Context: an optimization exercise on an open-source flow, tuned for small area, a short achievable clock period and few clock cycles. The choices shown serve that exercise and are no tape-out recipe.
Where RTL was checked, it was by simulation tests only, not by an equivalence proof against the original.
The flow treats the clock pin as an ideal source, which a real chip does not have.
No activity file was given, so power comes from the tool's default toggle rates.

build 71:
==> flow/design.v (excerpt) <==
module fsm(
    input [15:0] dataIn,
    input R_I,
    input reset,
    input clk,
    output reg REG_ERROR,
    output [15:0] dataOut,
    output reg R_O
);
Size in the first run: ~150 cells after synthesis, about 37 I/O pins, ~1200 um2 of cells after synthesis.
clock: 5.0 ns
lec_check: 0
cap_margin: 20
core_margin: 2
core_utilization: 40
setup_slack_margin: 3.3
slew_margin: 20
synth_hierarchical: 1
synth_minimum_keep_size: 0
standard.sh (not shown) runs the stock make flow with config.mk's settings and CLKGATE_MAP_FILE= SYNTH_SCRIPT=/design/flow/synth_recipe.tcl, a recipe that flattens the netlist after the stock synthesis.
==> flow/flow/run.sh <==
#!/bin/bash
# ORFS layout as in standard.sh, with two changes:
#  - ABC maps with Yosys's own delay-driven script and target MY_ABC_D (ps)
#    instead of ORFS's abc_speed script (everything else in synthesis as in
#    synth_recipe.tcl, so the registers keep their names and cells);
#  - plain buf_1 cells as the port buffers.
set -euo pipefail
W=$PWD
source "$W/flow/params.sh"
export MY_ABC_D MY_ABC_SCRIPT
# cells whose names match MY_ABC_AVOID (a regular expression) are kept out of ABC's library
MY_ABC_DONTUSE=""
if [[ -n "${MY_ABC_AVOID:-}" ]]; then
  MY_ABC_DONTUSE=$(grep -oE '^\s*cell *\( *"?sky130_fd_sc_hd__[a-z0-9_]+' "$FLOW_HOME/platforms/sky130hd/lib/sky130_fd_sc_hd__tt_025C_1v80.lib" \
    | grep -oE 'sky130_fd_sc_hd__[a-z0-9_]+' | grep -E "sky130_fd_sc_hd__($MY_ABC_AVOID)" | tr '\n' ' ')
fi
export MY_ABC_DONTUSE
export BUFFER_PORTS_ARGS="-buffer_cell sky130_fd_sc_hd__buf_1"
sed "s#SYNTH_SCRIPT=[^ ]*#SYNTH_SCRIPT=$W/flow/my_synth.tcl#" standard.sh > my_standard.sh
bash my_standard.sh finish > standard_flow.log 2>&1
==> flow/flow/map.abc <==
&get -n
&st
&dch
&nf
&put
topo
stime -c
==> flow/flow/my_synth.tcl <==
# synth_recipe.tcl with the abc call's script and delay target replaced.
proc abc {args} {
  set out {}
  for {set i 0} {$i < [llength $args]} {incr i} {
    set a [lindex $args $i]
    if {$a eq "-script"} {
      incr i
      if {$::env(MY_ABC_SCRIPT) ne ""} { lappend out -script $::env(MY_ABC_SCRIPT) }
      continue
    }
    if {$a eq "-D"} { incr i; continue }
    lappend out $a
  }
  if {$::env(MY_ABC_D) ne ""} { lappend out -D $::env(MY_ABC_D) }
  # extra cells ABC may not map to (slow many-input cells)
  if {[info exists ::env(MY_ABC_DONTUSE)]} {
    foreach pat $::env(MY_ABC_DONTUSE) {
      lappend out -dont_use $pat
    }
  }
  puts "my abc: $out"
  yosys abc {*}$out
}
source [file join [file dirname [file normalize [info script]]] .. synth_recipe.tcl]
==> flow/flow/params.sh <==
MY_ABC_D=""
MY_ABC_SCRIPT="$W/flow/map.abc"
MY_ABC_AVOID="or4|and4|or3|and3|nor4|nand4|o41|a41|o311|a311|o2111|a2111|mux4|xor3|xnor3|maj3|fa_|ha_"
Testbench counts of build 71, summed over its fixed seeds: cycles 24,000.
diff inputs: build 71 => build 65
--- a/flow/flow/run.sh
+++ b/flow/flow/run.sh
@@ -2,5 +2,9 @@
-# ORFS layout as in standard.sh, with two changes:
-#  - ABC maps with Yosys's own delay-driven script and target MY_ABC_D (ps)
-#    instead of ORFS's abc_speed script (everything else in synthesis as in
-#    synth_recipe.tcl, so the registers keep their names and cells);
-#  - plain buf_1 cells as the port buffers.
+# ORFS layout as in standard.sh (the standard flow's own layout), with two changes:
+#  - synthesis is synth_recipe.tcl, except that ABC maps with the script in
+#    flow/map.abc (plain mapping, no sizing: the resizer sizes the cells
+#    later) and, if MY_ABC_AVOID is set, without the slow many-input cells it
+#    names; registers are mapped as in synth_recipe.tcl and keep their names;
+#  - plain buf_1 cells as the port buffers (the resizer upsizes them where
+#    timing needs it).
+# Settings are in flow/params.sh; the ORFS output goes to standard_flow.log
+# and the per-step logs under orfs/logs.
--- a/flow/flow/my_synth.tcl
+++ b/flow/flow/my_synth.tcl
@@ -1 +1,2 @@
-# synth_recipe.tcl with the abc call's script and delay target replaced.
+# synth_recipe.tcl with the abc call's script replaced (MY_ABC_SCRIPT), its
+# delay target dropped or set (MY_ABC_D) and cells kept out (MY_ABC_DONTUSE).
--- a/flow/config.mk
+++ b/flow/config.mk
@@ -11 +11 @@
-export SETUP_SLACK_MARGIN = 3.3
+export SETUP_SLACK_MARGIN = 2.7
Findings:
The most common library cell in the layout ignoring fill and taps comes out sky130_fd_sc_hd__buf_6 in one run and sky130_fd_sc_hd__buf_1 in the other, namely in build 71 and build 65 respectively.
The lower via count of the first global-routing pass of build 71 and build 65 is in build 65.
Going from build 71 to build 65, share of the clock period used by the worst path increased by 0.79 points relative to the old numbers; netlist area before placement closely matched the old numbers; worst IR drop on VDD decreased by about 9% relative to the old numbers; register-to-register slack decreased by 20 ps relative to the old numbers.
Summary of the comparison: worst setup slack is lower in build 65, relative to build 71.
## Diff of input files: build 59 against build 65
--- a/flow/flow/run.sh
+++ b/flow/flow/run.sh
@@ -21,0 +22,2 @@
+# clock tree options, if set, replace ORFS's defaults for clock_tree_synthesis
+if [[ -n "${MY_CTS_ARGS:-}" ]]; then export CTS_ARGS="$MY_CTS_ARGS"; fi
--- a/flow/flow/params.sh
+++ b/flow/flow/params.sh
@@ -3,0 +4 @@
+MY_CTS_ARGS="-sink_clustering_enable -repair_clock_nets -dont_use_dummy_load"
--- a/flow/config.mk
+++ b/flow/config.mk
@@ -9,3 +9,3 @@
-export CORE_MARGIN = 2
-export CORE_UTILIZATION = 40
-export SETUP_SLACK_MARGIN = 2.7
+export CORE_AREA = 2 2 62 62
+export DIE_AREA = 0 0 64 64
+export SETUP_SLACK_MARGIN = 2.6
==> results.txt <==
Shortest period the worst path allows (build 59 over build 65): increase, 100 ps. Between build 65 and build 59, the worst vdd rail ir drop is higher for build 65. [compare] base=build 65 new=build 59: area of all sequential standard cells shows a reduction of 6.3 um2; footprint of the multi-input gates lost about 1.3%; routed wire length -about 2.5%. From build 59 to build 65, clock buffer count did not move at all. Build 59 ends up with lower critical path depth than build 65 does. Total power delta for build 59 relative to build 65: 14% lower. In terms of clock latency of the later-clocked register in the worst-skew pair, build 59 and build 65 differ only marginally.
## Diff of input files: build 76 against build 59
--- a/flow/flow/params.sh
+++ b/flow/flow/params.sh
@@ -4 +4 @@
-MY_CTS_ARGS="-sink_clustering_enable -repair_clock_nets -dont_use_dummy_load"
+MY_CTS_ARGS=""
## What came out
Build 76 -> build 59: core utilization delta 0, exact match
As far as count of antenna-violating nets left after detailed routing goes, build 76 and build 59 are indistinguishable; the numbers are identical.
From build 76 to build 59, compound-gate portion of the synthesized area did not move at all.
As far as worst-case headroom to the max-slew limit goes, build 59 and build 76 are indistinguishable; the numbers are identical.
Between build 59 and build 76, the leakage power does not differ in any meaningful way.
From build 59 to build 76, detailed route wirelength on metal3 did not move at all.
Reported for build 76 and build 59, leftover overflow at the end of global routing turned out identical to the last digit.
Comparing build 76 against build 59, there is no change at all in power after layout.
Input-level comparison between build 35 and build 76:
==> flow/flow/run.sh <==
#!/bin/bash
# ORFS layout as in standard.sh, with two changes:
#  - ABC maps with Yosys's own delay-driven script and target MY_ABC_D (ps)
#    instead of ORFS's abc_speed script (everything else in synthesis as in
#    synth_recipe.tcl, so the registers keep their names and cells);
#  - plain buf_1 cells as the port buffers.
set -euo pipefail
W=$PWD
source "$W/flow/params.sh"
export MY_ABC_D MY_ABC_SCRIPT
# cells whose names match MY_ABC_AVOID (a regular expression) are kept out of ABC's library
MY_ABC_DONTUSE=""
if [[ -n "${MY_ABC_AVOID:-}" ]]; then
  MY_ABC_DONTUSE=$(grep -oE '^\s*cell *\( *"?sky130_fd_sc_hd__[a-z0-9_]+' "$FLOW_HOME/platforms/sky130hd/lib/sky130_fd_sc_hd__tt_025C_1v80.lib" \
    | grep -oE 'sky130_fd_sc_hd__[a-z0-9_]+' | grep -E "sky130_fd_sc_hd__($MY_ABC_AVOID)" | tr '\n' ' ')
fi
export MY_ABC_DONTUSE
export BUFFER_PORTS_ARGS="-buffer_cell sky130_fd_sc_hd__buf_1"
sed "s#SYNTH_SCRIPT=[^ ]*#SYNTH_SCRIPT=$W/flow/my_synth.tcl#" standard.sh > my_standard.sh
bash my_standard.sh finish > standard_flow.log 2>&1
--- a/flow/flow/my_synth.tcl
+++ b/flow/flow/my_synth.tcl
@@ -1,2 +1 @@
-# synth_recipe.tcl with the abc call's script replaced (MY_ABC_SCRIPT), its
-# delay target dropped or set (MY_ABC_D) and cells kept out (MY_ABC_DONTUSE).
+# synth_recipe.tcl with the abc call's script and delay target replaced.
--- a/flow/flow/params.sh
+++ b/flow/flow/params.sh
@@ -4 +3,0 @@
-MY_CTS_ARGS=""
--- a/flow/config.mk
+++ b/flow/config.mk
@@ -9,3 +9,3 @@
-export CORE_AREA = 2 2 62 62
-export DIE_AREA = 0 0 64 64
-export SETUP_SLACK_MARGIN = 2.6
+export CORE_MARGIN = 2
+export CORE_UTILIZATION = 40
+export SETUP_SLACK_MARGIN = 3
==> results.txt <==
Build 76 → build 35: simple-gate share of the synthesized area flat, total detailed-routing wirelength up 25%.
Of the two values seen for capture point of the critical path, dataOut[13] was produced by build 76 and dataOut[9] by build 35.
[build 35] count of clock-buffer cells in the layout rose 1 relative to build 76
The lower share of layout cells above drive strength 1 of build 76 and build 35 is in build 76.
The number of instances resized during post-cts repair number comes out higher for build 35 vs build 76.
Build 35: number of cells after detailed placement is 6.6% lower than what build 76 reported.


Another version of the RTL of fsm (not shown whole).
For scale: about 120 cells after synthesis, roughly 18 flip-flops, ~37 I/O pins, ~0.0011 mm^2 of cells after synthesis.
Design fsm, start of the top module:
module fsm(
    input [15:0] dataIn,
    input R_I,
    input reset,
    input clk,
    output reg REG_ERROR,
    output [15:0] dataOut,
    output reg R_O
);
export LEC_CHECK = 0
export CAP_MARGIN = 20
export CORE_MARGIN = 2
export CORE_UTILIZATION = 40
export SLEW_MARGIN = 20
export SYNTH_HIERARCHICAL = 1
export SYNTH_MINIMUM_KEEP_SIZE = 0
create_clock -name core_clock -period 5.0 [get_ports {clk}]
==> flow/flow/run.sh <==
#!/bin/bash
# ORFS layout as in standard.sh, with two changes:
#  - ABC maps with Yosys's own delay-driven script and target MY_ABC_D (ps)
#    instead of ORFS's abc_speed script (everything else in synthesis as in
#    synth_recipe.tcl, so the registers keep their names and cells);
#  - plain buf_1 cells as the port buffers.
set -euo pipefail
W=$PWD
source "$W/flow/params.sh"
export MY_ABC_D MY_ABC_SCRIPT
# cells whose names match MY_ABC_AVOID (a regular expression) are kept out of ABC's library
MY_ABC_DONTUSE=""
if [[ -n "${MY_ABC_AVOID:-}" ]]; then
  MY_ABC_DONTUSE=$(grep -oE '^\s*cell *\( *"?sky130_fd_sc_hd__[a-z0-9_]+' "$FLOW_HOME/platforms/sky130hd/lib/sky130_fd_sc_hd__tt_025C_1v80.lib" \
    | grep -oE 'sky130_fd_sc_hd__[a-z0-9_]+' | grep -E "sky130_fd_sc_hd__($MY_ABC_AVOID)" | tr '\n' ' ')
fi
export MY_ABC_DONTUSE
export BUFFER_PORTS_ARGS="-buffer_cell sky130_fd_sc_hd__buf_1"
sed "s#SYNTH_SCRIPT=[^ ]*#SYNTH_SCRIPT=$W/flow/my_synth.tcl#" standard.sh > my_standard.sh
bash my_standard.sh finish > standard_flow.log 2>&1
==> flow/flow/my_synth.tcl <==
# synth_recipe.tcl with the abc call's script and delay target replaced.
proc abc {args} {
  set out {}
  for {set i 0} {$i < [llength $args]} {incr i} {
    set a [lindex $args $i]
    if {$a eq "-script"} {
      incr i
      if {$::env(MY_ABC_SCRIPT) ne ""} { lappend out -script $::env(MY_ABC_SCRIPT) }
      continue
    }
    if {$a eq "-D"} { incr i; continue }
    lappend out $a
  }
  if {$::env(MY_ABC_D) ne ""} { lappend out -D $::env(MY_ABC_D) }
  # extra cells ABC may not map to (slow many-input cells)
  if {[info exists ::env(MY_ABC_DONTUSE)]} {
    foreach pat $::env(MY_ABC_DONTUSE) {
      lappend out -dont_use $pat
    }
  }
  puts "my abc: $out"
  yosys abc {*}$out
}
source [file join [file dirname [file normalize [info script]]] .. synth_recipe.tcl]
==> flow/flow/params.sh <==
MY_ABC_D=""
MY_ABC_SCRIPT="$W/flow/map.abc"
MY_ABC_AVOID=""
Scripts as last shown in full above: flow/flow/map.abc
Edit:
==> flow/flow/params.sh (replaced) <==
MY_ABC_D=""
MY_ABC_SCRIPT="$W/flow/map.abc"
MY_ABC_AVOID="or4|and4|or3|and3|nor4|nand4|o41|a41|o311|a311|o2111|a2111|mux4|xor3|xnor3|maj3|fa_|ha_"
SETUP_SLACK_MARGIN = 2.5   (was not set)
Result:
- The new run finished clean
- total power rises by 2.7%
- global-route usage shrinks by 0.45 points
- synthesized cell count rises by 20%
- clock skew hardly moves
- cell area rose by 8.4%
- worst hold slack is better by 0.019 ns
- clock-buffer cell count does not change
Edit:
SETUP_SLACK_MARGIN = 3   (was 2.5)
Result:
- The changed run went through all stages and came out clean
- global-route usage increases by 4.4 points
- routed wire length increases by a quarter to a third
- worst setup slack improved by 0.10 ns
- via count increases by a little under a tenth
No run of this note included a check of the RTL's function; only the layout flow was run.


fsm, a different RTL version from the one above (not shown whole).
Size in the first run: about 130 cells after synthesis, roughly 20 flip-flops, ~37 I/O pins.
## fsm
module fsm(
    input [15:0] dataIn,
    input R_I,
    input reset,
    input clk,
    output reg REG_ERROR,
    output [15:0] dataOut,
    output reg R_O
);
wire        s = dataIn[15];
wire [14:0] x = dataIn[14:0];
wire        busy = R_O | REG_ERROR;
wire [11:0] lo;
assign lo[0] = 1'b0;
genvar g;
generate
    for (g = 1; g < 12; g = g + 1) begin : p
        assign lo[g] = |x[g-1:0];
    end
endgenerate
wire [11:0] m = x[11:0] ^ ({12{s}} & lo);
wire err = s ? ~&x[14:11] : (|x[14:12] | (x[11] & lo[11]));
wire l4 = s ? (&x[10:4] & lo[4]) : ~|x[11:4];
wire l8 = s ? (&x[10:8] & lo[8]) : ~|x[11:8];
wire [11:0] t4;
assign t4[11:8] = m[11:8] | ({4{l8}} & m[7:4]) | ({4{l4}} & m[3:0]);
assign t4[7:4]  = ({4{~l8}} & m[7:4]) | ({4{l8 & ~l4}} & m[3:0]);
assign t4[3:0]  = {4{~l8}} & m[3:0];
wire f1 = ~t4[11] & t4[10];
wire f2 = ~t4[11] & ~t4[10] & t4[9];
wire f3 = ~t4[11] & ~t4[10] & ~t4[9] & |x[11:0];    
reg        sgn, q8, q4, p1, p2, p3;
reg [11:0] r4;
always @(posedge clk) begin
    sgn <= s;
    q8  <= l4;
    q4  <= l8 & ~l4;
    p1  <= f1;
    p2  <= f2;
    p3  <= f3;
    r4  <= t4;
    if (reset) begin
        R_O       <= 1'b0;
        REG_ERROR <= 1'b0;
    end else begin
        R_O       <= R_I & ~busy & ~err;
        REG_ERROR <= R_I & ~busy & err;
    end
end
wire p0 = r4[11];
wire [13:0] rz = {r4, 2'b00};
generate
    for (g = 0; g < 10; g = g + 1) begin : o_m
        assign dataOut[g] = (p0 & rz[g+3]) | (p1 & rz[g+2]) | (p2 & rz[g+1]) | (p3 & rz[g]);
    end
endgenerate
assign dataOut[10] = p1 | p3;
assign dataOut[11] = p0 | p3;
assign dataOut[12] = p3 ^ q4;
assign dataOut[13] = p3 ? q8 : ~(q4 | q8);
assign dataOut[14] = (p0 | p1 | p2 | p3) & ~(p3 & q8);
assign dataOut[15] = sgn;
endmodule
clock: 5.0 ns
lec_check: 0
cap_margin: 20
core_area: 2 2 62 62
die_area: 0 0 64 64
setup_slack_margin: 2.6
slew_margin: 20
==> flow/flow/run.sh <==
#!/bin/bash
# ORFS layout as in standard.sh (the standard flow's own layout), with two changes:
#  - synthesis is synth_recipe.tcl, except that ABC maps with the script in
#    flow/map.abc (plain mapping, no sizing: the resizer sizes the cells
#    later) and, if MY_ABC_AVOID is set, without the slow many-input cells it
#    names; registers are mapped as in synth_recipe.tcl and keep their names;
#  - plain buf_1 cells as the port buffers (the resizer upsizes them where
#    timing needs it).
# Settings are in flow/params.sh; the ORFS output goes to standard_flow.log
# and the per-step logs under orfs/logs.
set -euo pipefail
W=$PWD
source "$W/flow/params.sh"
export MY_ABC_D MY_ABC_SCRIPT
# cells whose names match MY_ABC_AVOID (a regular expression) are kept out of ABC's library
MY_ABC_DONTUSE=""
if [[ -n "${MY_ABC_AVOID:-}" ]]; then
  MY_ABC_DONTUSE=$(grep -oE '^\s*cell *\( *"?sky130_fd_sc_hd__[a-z0-9_]+' "$FLOW_HOME/platforms/sky130hd/lib/sky130_fd_sc_hd__tt_025C_1v80.lib" \
    | grep -oE 'sky130_fd_sc_hd__[a-z0-9_]+' | grep -E "sky130_fd_sc_hd__($MY_ABC_AVOID)" | tr '\n' ' ')
fi
export MY_ABC_DONTUSE
# clock tree options, if set, replace ORFS's defaults for clock_tree_synthesis
if [[ -n "${MY_CTS_ARGS:-}" ]]; then export CTS_ARGS="$MY_CTS_ARGS"; fi
# extra ORFS variables (NAME=value words), e.g. repair options
for kv in ${MY_ENV:-}; do export "$kv"; done
export BUFFER_PORTS_ARGS="-buffer_cell sky130_fd_sc_hd__buf_1"
sed "s#SYNTH_SCRIPT=[^ ]*#SYNTH_SCRIPT=$W/flow/my_synth.tcl#" standard.sh > my_standard.sh
bash my_standard.sh finish > standard_flow.log 2>&1
Scripts as last shown in full above: flow/flow/map.abc
Other scripts of this flow, unchanged in this note and not shown: flow/flow/my_synth.tcl, flow/flow/params.sh
Change:
--- a/flow/config.mk
+++ b/flow/config.mk
@@ -10,3 +10,3 @@
 export DIE_AREA = 0 0 64 64
-export SETUP_SLACK_MARGIN = 2.6
+export SETUP_SLACK_MARGIN = 2.68
 export SLEW_MARGIN = 20
Area after synthesis does not change.
Cell area rises slightly.
Die area does not change.
Core utilization rises by 0.18 points.
Sequential power hardly moves.
Combinational power hardly moves.
Clock skew stays flat.
Global-route usage rises by 0.11 points.
Power rises slightly.
Worst hold slack stays flat.
No run of this note included a check of the RTL's function; only the layout flow was run.

port drivers added, routing unchanged:
How much do the figures lean on ideal ports? The routed layouts below were timed once more, with nothing changed but the port constraints. Step 1 assumes that a clkbuf_16 drives the clock port and a buf_2 every other input. Step 2 also shifts input and output timing later by t, the mid clock arrival at the registers, as if the neighbouring blocks saw the same clock. a / b / c = ideal ports / drivers / drivers and shift; a / b = the first two.
run	t (ns)	setup WS [ns]	latest minus earliest clock arrival (ns)	worst slew at a driven data input, ns
build 71	0.302	2.815 / 2.793 / 2.491	0.006 / 0.006	0.06
build 65	0.316	2.776 / 2.780 / 2.464	0.009 / 0.010	0.03
build 59	0.311	2.674 / 2.655 / 2.478	0.002 / 0.003	0.03
build 76	0.311	2.674 / 2.655 / 2.478	0.002 / 0.003	0.03
build 35	0.310	2.815 / 2.793 / 2.567	0.003 / 0.002	0.05
the first run of note 2	0.308	2.074 / 2.071 / 1.763	0.003 / 0.003	0.03
the second run of note 2	0.310	2.583 / 2.583 / 2.273	0.001 / 0.000	0.03
the third run of note 2	0.312	2.686 / 2.662 / 2.350	0.006 / 0.005	0.06
the first run of note 3	0.302	2.414 / 2.399 / 2.097	0.006 / 0.006	0.05
the second run of note 3	0.303	2.536 / 2.527 / 2.223	0.008 / 0.009	0.04
After both steps setup and hold are still met in every run listed. For the third run of note 2, which loses most, drivers alone change the setup slack by -0.024 ns; drivers and shift together by -0.336 ns.
